Source: an optimization exercise on an open RTL-to-GDS flow (aim: small area and a short achievable clock period). Production flows keep margins and buffers that such runs may drop.
RTL that was checked went through simulation tests only; none was proved equivalent to the original.

==> build 8: inputs <==
## AXIS_linear_regression_v1_0
module AXIS_linear_regression_v1_0 #
	(
		parameter M = 8,
		parameter N = 3,
		parameter integer C_S00_AXIS_TDATA_WIDTH	= 32,
		parameter integer C_M00_AXIS_TDATA_WIDTH	= 32,
		parameter integer C_M00_AXIS_START_COUNT	= 32
	)
	(
		input wire  aclk,
		input wire  aresetn,
		output wire  s00_axis_tready,
		input wire [C_S00_AXIS_TDATA_WIDTH-1 : 0] s00_axis_tdata,
		input wire  s00_axis_tlast,
		input wire  s00_axis_tvalid,
		output wire  m00_axis_tvalid,
		output wire [C_M00_AXIS_TDATA_WIDTH-1 : 0] m00_axis_tdata,
		output wire  m00_axis_tlast,
		input wire  m00_axis_tready
	);
clock: 22.0 ns
lec_check: 0
cap_margin: 20
core_margin: 2
core_utilization: 40
slew_margin: 20
synth_hierarchical: 1
synth_minimum_keep_size: 0
standard.sh (not shown) runs the stock make flow with config.mk's settings and CLKGATE_MAP_FILE= SYNTH_SCRIPT=/design/flow/synth_recipe.tcl, a recipe that flattens the netlist after the stock synthesis.
==> flow/flow/run.sh <==
#!/bin/bash
# The standard layout, with the port buffers made from buf_4 instead of the default cell,
# and the resizer's timing repair aiming at 16.5 ns of setup slack
set -euo pipefail
bash standard.sh finish 'BUFFER_PORTS_ARGS=-buffer_cell sky130_fd_sc_hd__buf_4' SETUP_SLACK_MARGIN=16.5 > standard.log 2>&1
==> build 73 (differences from build 8) <==
--- a/flow/design.v
+++ b/flow/design.v
@@ -55,46 +55,43 @@
     reg [31:0] R1a, R1b;                
     reg [31:0] A22;
     reg [31:0] B0, B1, B2;              
     wire [31:0] busx = (col == 2'd3) ? s00_axis_tdata : {{16{s00_axis_tdata[15]}}, bus16};
     reg [31:0] Q0, Q1, Q2;
     reg sx0, sx1, sx2, sx3;             
-    reg st0, st1, st2;                  
+    reg st;                             
     reg cR0, cB0, cR1, cB1, cR2, cB2;
-    wire st = st0 | st1 | st2;
     always @(posedge aclk) begin
         if (ld0) E0 <= enc;
         if (ld1) E1 <= enc;
         if (ld2) E2 <= enc;
         if (ld0 | flip) N0 <= ld0 ? encn : ~N0;
         if (ld1 | flip) N1 <= ld1 ? encn : ~N1;
         if (ld2 | flip) N2 <= ld2 ? encn : ~N2;
-        Q0 <= xrow ? busx : st ? R0b : R0a;
-        Q1 <= xrow ? busx : (col == 2'd0) ? R0b : st1 ? R1b : R1a;
+        Q0 <= xrow ? busx : R0a;
+        Q1 <= xrow ? busx : (col == 2'd0) ? R0b : R1a;
         Q2 <= xrow ? busx : (col == 2'd0) ? R0c : (col == 2'd1) ? R1b : A22;
         if (!aresetn) begin
             tready_r <= 1'b0;
             vdly <= 3'b0; ldly <= 3'b0;
             tvalid_r <= 1'b0; tlast_r <= 1'b0;
             col <= 2'd0; row <= 4'd0;
             pending <= 1'b0; w <= 2'd0;
-            {sx0, sx1, sx2, sx3, st0, st1, st2} <= 7'b0;
+            {sx0, sx1, sx2, sx3, st} <= 5'b0;
             {cR0, cB0, cR1, cB1, cR2, cB2} <= 6'b0;
         end else begin
             tready_r <= m00_axis_tready;
             vdly <= {vdly[1:0], s00_axis_tvalid};
             ldly <= {ldly[1:0], s00_axis_tlast};
             tvalid_r <= vdly[2];
             tlast_r <= ldly[2];
             sx0 <= take & xrow & (col == 2'd0);
             sx1 <= take & xrow & (col == 2'd1);
             sx2 <= take & xrow & (col == 2'd2);
             sx3 <= take & xrow & (col == 2'd3);
-            st0 <= take & ~xrow & (col == 2'd0);
-            st1 <= take & ~xrow & (col == 2'd1);
-            st2 <= take & ~xrow & (col == 2'd2);
+            st  <= take & ~xrow & (col != 2'd3);
             cR0 <= take & xrow & nz & (col != 2'd3);
             cB0 <= take & (xrow ? nz & (col == 2'd3) : (col != 2'd3));
             cR1 <= take & xrow & nz & (col == 2'd1 || col == 2'd2);
             cB1 <= take & (xrow ? nz & (col == 2'd3) : 1'b1);
             cR2 <= take & xrow & nz & (col == 2'd2);
             cB2 <= take & (xrow ? nz & col[0] : 1'b1);
@@ -110,38 +107,36 @@
                     row <= 4'd0;
                     col <= 2'd0;
                 end
             end
         end
     end
-    wire tload = ~aresetn | (pending & m00_axis_tready);
+    wire tload = pending & m00_axis_tready;
     wire [31:0] gw = (w == 2'd0) ? B0 : (w == 2'd1) ? B1 : B2;
     always @(posedge aclk)
-        if (tload) tdata_r <= gw & {32{aresetn}};
+        tdata_r <= ({32{tload & aresetn}} & gw) | ({32{~tload & aresetn}} & tdata_r);
     wire [31:0] c0 = ({32{cR0}} & R0a) | ({32{cB0}} & B0);
     wire [31:0] r0;
     mac u0 (E0, N0, Q0, c0, r0);
     wire [31:0] c1 = ({32{cR1}} & R1a) | ({32{cB1}} & B1);
     wire [31:0] r1;
     mac u1 (E1, N1, Q1, c1, r1);
     wire [31:0] c2 = ({32{cR2}} & A22) | ({32{cB2}} & B2);
     wire [31:0] r2;
     mac u2 (E2, N2, Q2, c2, r2);
-    wire wa0 = sx0 | sx1 | sx2;
-    wire wa1 = sx1 | sx2;
-    wire rot0 = st;
-    wire rot1 = st1 | st2;
+    wire wa0 = sx0 | sx1 | sx2 | (take & ~xrow & (col != 2'd3));
+    wire wa1 = sx1 | sx2 | (take & ~xrow & (col == 2'd1));
     always @(posedge aclk) begin
-        if (wa0 | rot0) begin
+        if (wa0) begin
             R0a <= R0b;
             R0b <= R0c;
-            R0c <= wa0 ? r0 : R0a;
+            R0c <= r0;
         end
-        if (wa1 | rot1) begin
+        if (wa1) begin
             R1a <= R1b;
-            R1b <= wa1 ? r1 : R1a;
+            R1b <= r1;
         end
         if (sx2) A22 <= r2;
         if (sx3 | st) begin B0 <= r0; B1 <= r1; B2 <= r2; end
     end
 endmodule
 module mac(input [15:0] e, input [7:0] n, input [31:0] b, input [31:0] c, output [31:0] r);
@@ -166,13 +161,13 @@
 wire one6 = e[12];
 wire two6 = e[13];
 wire neg6 = n[6];
 wire one7 = e[14];
 wire two7 = e[15];
 wire neg7 = n[7];
-wire p0_0, p0_1; bpp2 u_p0_0(one0, two0, neg0, 1'b0, b[0], b[1], p0_0, p0_1);
+wire p0_0, p0_1; bpp2z u_p0_0(one0, two0, neg0, b[0], b[1], p0_0, p0_1);
 wire p0_2, p0_3; bpp2 u_p0_2(one0, two0, neg0, b[1], b[2], b[3], p0_2, p0_3);
 wire p0_4, p0_5; bpp2 u_p0_4(one0, two0, neg0, b[3], b[4], b[5], p0_4, p0_5);
 wire p0_6, p0_7; bpp2 u_p0_6(one0, two0, neg0, b[5], b[6], b[7], p0_6, p0_7);
 wire p0_8, p0_9; bpp2 u_p0_8(one0, two0, neg0, b[7], b[8], b[9], p0_8, p0_9);
 wire p0_10, p0_11; bpp2 u_p0_10(one0, two0, neg0, b[9], b[10], b[11], p0_10, p0_11);
 wire p0_12, p0_13; bpp2 u_p0_12(one0, two0, neg0, b[11], b[12], b[13], p0_12, p0_13);
@@ -182,13 +177,13 @@
 wire p0_20, p0_21; bpp2 u_p0_20(one0, two0, neg0, b[19], b[20], b[21], p0_20, p0_21);
 wire p0_22, p0_23; bpp2 u_p0_22(one0, two0, neg0, b[21], b[22], b[23], p0_22, p0_23);
 wire p0_24, p0_25; bpp2 u_p0_24(one0, two0, neg0, b[23], b[24], b[25], p0_24, p0_25);
 wire p0_26, p0_27; bpp2 u_p0_26(one0, two0, neg0, b[25], b[26], b[27], p0_26, p0_27);
 wire p0_28, p0_29; bpp2 u_p0_28(one0, two0, neg0, b[27], b[28], b[29], p0_28, p0_29);
 wire p0_30, p0_31; bpp2 u_p0_30(one0, two0, neg0, b[29], b[30], b[31], p0_30, p0_31);
-wire p1_0, p1_1; bpp2 u_p1_0(one1, two1, neg1, 1'b0, b[0], b[1], p1_0, p1_1);
+wire p1_0, p1_1; bpp2z u_p1_0(one1, two1, neg1, b[0], b[1], p1_0, p1_1);
 wire p1_2, p1_3; bpp2 u_p1_2(one1, two1, neg1, b[1], b[2], b[3], p1_2, p1_3);
 wire p1_4, p1_5; bpp2 u_p1_4(one1, two1, neg1, b[3], b[4], b[5], p1_4, p1_5);
 wire p1_6, p1_7; bpp2 u_p1_6(one1, two1, neg1, b[5], b[6], b[7], p1_6, p1_7);
 wire p1_8, p1_9; bpp2 u_p1_8(one1, two1, neg1, b[7], b[8], b[9], p1_8, p1_9);
 wire p1_10, p1_11; bpp2 u_p1_10(one1, two1, neg1, b[9], b[10], b[11], p1_10, p1_11);
 wire p1_12, p1_13; bpp2 u_p1_12(one1, two1, neg1, b[11], b[12], b[13], p1_12, p1_13);
@@ -197,13 +192,13 @@
 wire p1_18, p1_19; bpp2 u_p1_18(one1, two1, neg1, b[17], b[18], b[19], p1_18, p1_19);
 wire p1_20, p1_21; bpp2 u_p1_20(one1, two1, neg1, b[19], b[20], b[21], p1_20, p1_21);
 wire p1_22, p1_23; bpp2 u_p1_22(one1, two1, neg1, b[21], b[22], b[23], p1_22, p1_23);
 wire p1_24, p1_25; bpp2 u_p1_24(one1, two1, neg1, b[23], b[24], b[25], p1_24, p1_25);
 wire p1_26, p1_27; bpp2 u_p1_26(one1, two1, neg1, b[25], b[26], b[27], p1_26, p1_27);
 wire p1_28, p1_29; bpp2 u_p1_28(one1, two1, neg1, b[27], b[28], b[29], p1_28, p1_29);
-wire p2_0, p2_1; bpp2 u_p2_0(one2, two2, neg2, 1'b0, b[0], b[1], p2_0, p2_1);
+wire p2_0, p2_1; bpp2z u_p2_0(one2, two2, neg2, b[0], b[1], p2_0, p2_1);
 wire p2_2, p2_3; bpp2 u_p2_2(one2, two2, neg2, b[1], b[2], b[3], p2_2, p2_3);
 wire p2_4, p2_5; bpp2 u_p2_4(one2, two2, neg2, b[3], b[4], b[5], p2_4, p2_5);
 wire p2_6, p2_7; bpp2 u_p2_6(one2, two2, neg2, b[5], b[6], b[7], p2_6, p2_7);
 wire p2_8, p2_9; bpp2 u_p2_8(one2, two2, neg2, b[7], b[8], b[9], p2_8, p2_9);
 wire p2_10, p2_11; bpp2 u_p2_10(one2, two2, neg2, b[9], b[10], b[11], p2_10, p2_11);
 wire p2_12, p2_13; bpp2 u_p2_12(one2, two2, neg2, b[11], b[12], b[13], p2_12, p2_13);
@@ -211,59 +206,59 @@
 wire p2_16, p2_17; bpp2 u_p2_16(one2, two2, neg2, b[15], b[16], b[17], p2_16, p2_17);
 wire p2_18, p2_19; bpp2 u_p2_18(one2, two2, neg2, b[17], b[18], b[19], p2_18, p2_19);
 wire p2_20, p2_21; bpp2 u_p2_20(one2, two2, neg2, b[19], b[20], b[21], p2_20, p2_21);
 wire p2_22, p2_23; bpp2 u_p2_22(one2, two2, neg2, b[21], b[22], b[23], p2_22, p2_23);
 wire p2_24, p2_25; bpp2 u_p2_24(one2, two2, neg2, b[23], b[24], b[25], p2_24, p2_25);
 wire p2_26, p2_27; bpp2 u_p2_26(one2, two2, neg2, b[25], b[26], b[27], p2_26, p2_27);
-wire p3_0, p3_1; bpp2 u_p3_0(one3, two3, neg3, 1'b0, b[0], b[1], p3_0, p3_1);
+wire p3_0, p3_1; bpp2z u_p3_0(one3, two3, neg3, b[0], b[1], p3_0, p3_1);
 wire p3_2, p3_3; bpp2 u_p3_2(one3, two3, neg3, b[1], b[2], b[3], p3_2, p3_3);
 wire p3_4, p3_5; bpp2 u_p3_4(one3, two3, neg3, b[3], b[4], b[5], p3_4, p3_5);
 wire p3_6, p3_7; bpp2 u_p3_6(one3, two3, neg3, b[5], b[6], b[7], p3_6, p3_7);
 wire p3_8, p3_9; bpp2 u_p3_8(one3, two3, neg3, b[7], b[8], b[9], p3_8, p3_9);
 wire p3_10, p3_11; bpp2 u_p3_10(one3, two3, neg3, b[9], b[10], b[11], p3_10, p3_11);
 wire p3_12, p3_13; bpp2 u_p3_12(one3, two3, neg3, b[11], b[12], b[13], p3_12, p3_13);
 wire p3_14, p3_15; bpp2 u_p3_14(one3, two3, neg3, b[13], b[14], b[15], p3_14, p3_15);
 wire p3_16, p3_17; bpp2 u_p3_16(one3, two3, neg3, b[15], b[16], b[17], p3_16, p3_17);
 wire p3_18, p3_19; bpp2 u_p3_18(one3, two3, neg3, b[17], b[18], b[19], p3_18, p3_19);
 wire p3_20, p3_21; bpp2 u_p3_20(one3, two3, neg3, b[19], b[20], b[21], p3_20, p3_21);
 wire p3_22, p3_23; bpp2 u_p3_22(one3, two3, neg3, b[21], b[22], b[23], p3_22, p3_23);
 wire p3_24, p3_25; bpp2 u_p3_24(one3, two3, neg3, b[23], b[24], b[25], p3_24, p3_25);
-wire p4_0, p4_1; bpp2 u_p4_0(one4, two4, neg4, 1'b0, b[0], b[1], p4_0, p4_1);
+wire p4_0, p4_1; bpp2z u_p4_0(one4, two4, neg4, b[0], b[1], p4_0, p4_1);
 wire p4_2, p4_3; bpp2 u_p4_2(one4, two4, neg4, b[1], b[2], b[3], p4_2, p4_3);
 wire p4_4, p4_5; bpp2 u_p4_4(one4, two4, neg4, b[3], b[4], b[5], p4_4, p4_5);
 wire p4_6, p4_7; bpp2 u_p4_6(one4, two4, neg4, b[5], b[6], b[7], p4_6, p4_7);
 wire p4_8, p4_9; bpp2 u_p4_8(one4, two4, neg4, b[7], b[8], b[9], p4_8, p4_9);
 wire p4_10, p4_11; bpp2 u_p4_10(one4, two4, neg4, b[9], b[10], b[11], p4_10, p4_11);
 wire p4_12, p4_13; bpp2 u_p4_12(one4, two4, neg4, b[11], b[12], b[13], p4_12, p4_13);
 wire p4_14, p4_15; bpp2 u_p4_14(one4, two4, neg4, b[13], b[14], b[15], p4_14, p4_15);
 wire p4_16, p4_17; bpp2 u_p4_16(one4, two4, neg4, b[15], b[16], b[17], p4_16, p4_17);
 wire p4_18, p4_19; bpp2 u_p4_18(one4, two4, neg4, b[17], b[18], b[19], p4_18, p4_19);
 wire p4_20, p4_21; bpp2 u_p4_20(one4, two4, neg4, b[19], b[20], b[21], p4_20, p4_21);
 wire p4_22, p4_23; bpp2 u_p4_22(one4, two4, neg4, b[21], b[22], b[23], p4_22, p4_23);
-wire p5_0, p5_1; bpp2 u_p5_0(one5, two5, neg5, 1'b0, b[0], b[1], p5_0, p5_1);
+wire p5_0, p5_1; bpp2z u_p5_0(one5, two5, neg5, b[0], b[1], p5_0, p5_1);
 wire p5_2, p5_3; bpp2 u_p5_2(one5, two5, neg5, b[1], b[2], b[3], p5_2, p5_3);
 wire p5_4, p5_5; bpp2 u_p5_4(one5, two5, neg5, b[3], b[4], b[5], p5_4, p5_5);
 wire p5_6, p5_7; bpp2 u_p5_6(one5, two5, neg5, b[5], b[6], b[7], p5_6, p5_7);
 wire p5_8, p5_9; bpp2 u_p5_8(one5, two5, neg5, b[7], b[8], b[9], p5_8, p5_9);
 wire p5_10, p5_11; bpp2 u_p5_10(one5, two5, neg5, b[9], b[10], b[11], p5_10, p5_11);
 wire p5_12, p5_13; bpp2 u_p5_12(one5, two5, neg5, b[11], b[12], b[13], p5_12, p5_13);
 wire p5_14, p5_15; bpp2 u_p5_14(one5, two5, neg5, b[13], b[14], b[15], p5_14, p5_15);
 wire p5_16, p5_17; bpp2 u_p5_16(one5, two5, neg5, b[15], b[16], b[17], p5_16, p5_17);
 wire p5_18, p5_19; bpp2 u_p5_18(one5, two5, neg5, b[17], b[18], b[19], p5_18, p5_19);
 wire p5_20, p5_21; bpp2 u_p5_20(one5, two5, neg5, b[19], b[20], b[21], p5_20, p5_21);
-wire p6_0, p6_1; bpp2 u_p6_0(one6, two6, neg6, 1'b0, b[0], b[1], p6_0, p6_1);
+wire p6_0, p6_1; bpp2z u_p6_0(one6, two6, neg6, b[0], b[1], p6_0, p6_1);
 wire p6_2, p6_3; bpp2 u_p6_2(one6, two6, neg6, b[1], b[2], b[3], p6_2, p6_3);
 wire p6_4, p6_5; bpp2 u_p6_4(one6, two6, neg6, b[3], b[4], b[5], p6_4, p6_5);
 wire p6_6, p6_7; bpp2 u_p6_6(one6, two6, neg6, b[5], b[6], b[7], p6_6, p6_7);
 wire p6_8, p6_9; bpp2 u_p6_8(one6, two6, neg6, b[7], b[8], b[9], p6_8, p6_9);
 wire p6_10, p6_11; bpp2 u_p6_10(one6, two6, neg6, b[9], b[10], b[11], p6_10, p6_11);
 wire p6_12, p6_13; bpp2 u_p6_12(one6, two6, neg6, b[11], b[12], b[13], p6_12, p6_13);
 wire p6_14, p6_15; bpp2 u_p6_14(one6, two6, neg6, b[13], b[14], b[15], p6_14, p6_15);
 wire p6_16, p6_17; bpp2 u_p6_16(one6, two6, neg6, b[15], b[16], b[17], p6_16, p6_17);
 wire p6_18, p6_19; bpp2 u_p6_18(one6, two6, neg6, b[17], b[18], b[19], p6_18, p6_19);
-wire p7_0, p7_1; bpp2 u_p7_0(one7, two7, neg7, 1'b0, b[0], b[1], p7_0, p7_1);
+wire p7_0, p7_1; bpp2z u_p7_0(one7, two7, neg7, b[0], b[1], p7_0, p7_1);
 wire p7_2, p7_3; bpp2 u_p7_2(one7, two7, neg7, b[1], b[2], b[3], p7_2, p7_3);
 wire p7_4, p7_5; bpp2 u_p7_4(one7, two7, neg7, b[3], b[4], b[5], p7_4, p7_5);
 wire p7_6, p7_7; bpp2 u_p7_6(one7, two7, neg7, b[5], b[6], b[7], p7_6, p7_7);
 wire p7_8, p7_9; bpp2 u_p7_8(one7, two7, neg7, b[7], b[8], b[9], p7_8, p7_9);
 wire p7_10, p7_11; bpp2 u_p7_10(one7, two7, neg7, b[9], b[10], b[11], p7_10, p7_11);
 wire p7_12, p7_13; bpp2 u_p7_12(one7, two7, neg7, b[11], b[12], b[13], p7_12, p7_13);
@@ -882,12 +877,16 @@
 assign co = a & b;
 endmodule
 module bpp2(input one, input two, input neg, input bm1, input b0, input b1, output p0, output p1);
 assign p0 = ((one & b0) | (two & bm1)) ^ neg;
 assign p1 = ((one & b1) | (two & b0)) ^ neg;
 endmodule
+module bpp2z(input one, input two, input neg, input b0, input b1, output p0, output p1);
+assign p0 = (one & b0) ^ neg;
+assign p1 = ((one & b1) | (two & b0)) ^ neg;
+endmodule
 module add32(input [31:0] a, input [31:0] b, output [31:0] s);
 wire q1;
 wire q2;
 pgc u_pg0(a[0], b[0], q1, q2);
 wire q3;
 wire q4;
==> flow/flow/run.sh (replaced) <==
#!/bin/bash
# The standard layout, with the port buffers made from buf_4 instead of the default cell,
# the resizer's timing repair aiming at 16.5 ns of setup slack, and the clock tree built
# with two levels of sink clustering
set -euo pipefail
bash standard.sh finish 'BUFFER_PORTS_ARGS=-buffer_cell sky130_fd_sc_hd__buf_4' SETUP_SLACK_MARGIN=16.5 \
  'CTS_ARGS=-sink_clustering_enable -repair_clock_nets -sink_clustering_size 24 -sink_clustering_max_diameter 50 -sink_clustering_levels 2' > standard.log 2>&1
- CTS_CLUSTER_DIAMETER: unset -> 50
- CTS_CLUSTER_SIZE: unset -> 24
==> metrics.cfg <==
[timing]
skew_ns = 0.0437

[outcome]
status = complete, no violations

[layout]
layout.comb_gates.multi_input = 2948

[logic_synthesis]
ys_ff_latch = 517
synth_xor_area_frac = 0.138

[global_routing]
grt_use_met1 = 0.400

[detailed_routing]
drt_wl_total_um = 157000

# the run above: build 73

==> metrics.cfg <==
[logic_synthesis]
synth_xor_area_frac = 0.133
ys_ff_latch = 519

[outcome]
status = complete, no violations

[layout]
antenna_cells = 3
layout.comb_gates.multi_input = 3178
nNonClkBuffers = 229

[detailed_routing]
avgViaCountPerCell = 6.27
drt_wl_total_um = 171000

[global_routing]
grt_use_met1 = 0.389

[timing]
skew_ns = 0.0446

# the run above: build 8

For build 8, only the layout was checked, not whether the RTL still works.

afterwards: timing with drivers on the ports:
Ports are ideal in the flow. The routed layouts listed here were re-timed in OpenROAD. Step 1 assumes that a clkbuf_16 drives the clock port and a buf_2 every other input. Step 2 times the ports against the registers' clock, not the clock port: input delays grow and output delays shrink by t, the midpoint of the rising clock arrivals with the driver on. Slacks: ideal ports / drivers / drivers and shift; pairs: ideal ports / drivers.
| run | t, ns | slack for setup (ns) | worst setup path at the end |
|---|---|---|---|
| build 8 | 0.705 | 16.361 / 16.285 / 15.967 | input to register |
| build 73 | 0.664 | 16.456 / 16.388 / 15.956 | input to register |
After both steps setup and hold are still met in every run listed. For build 73, which loses most, drivers alone change the setup slack by -0.068 ns; drivers and shift together by -0.500 ns.
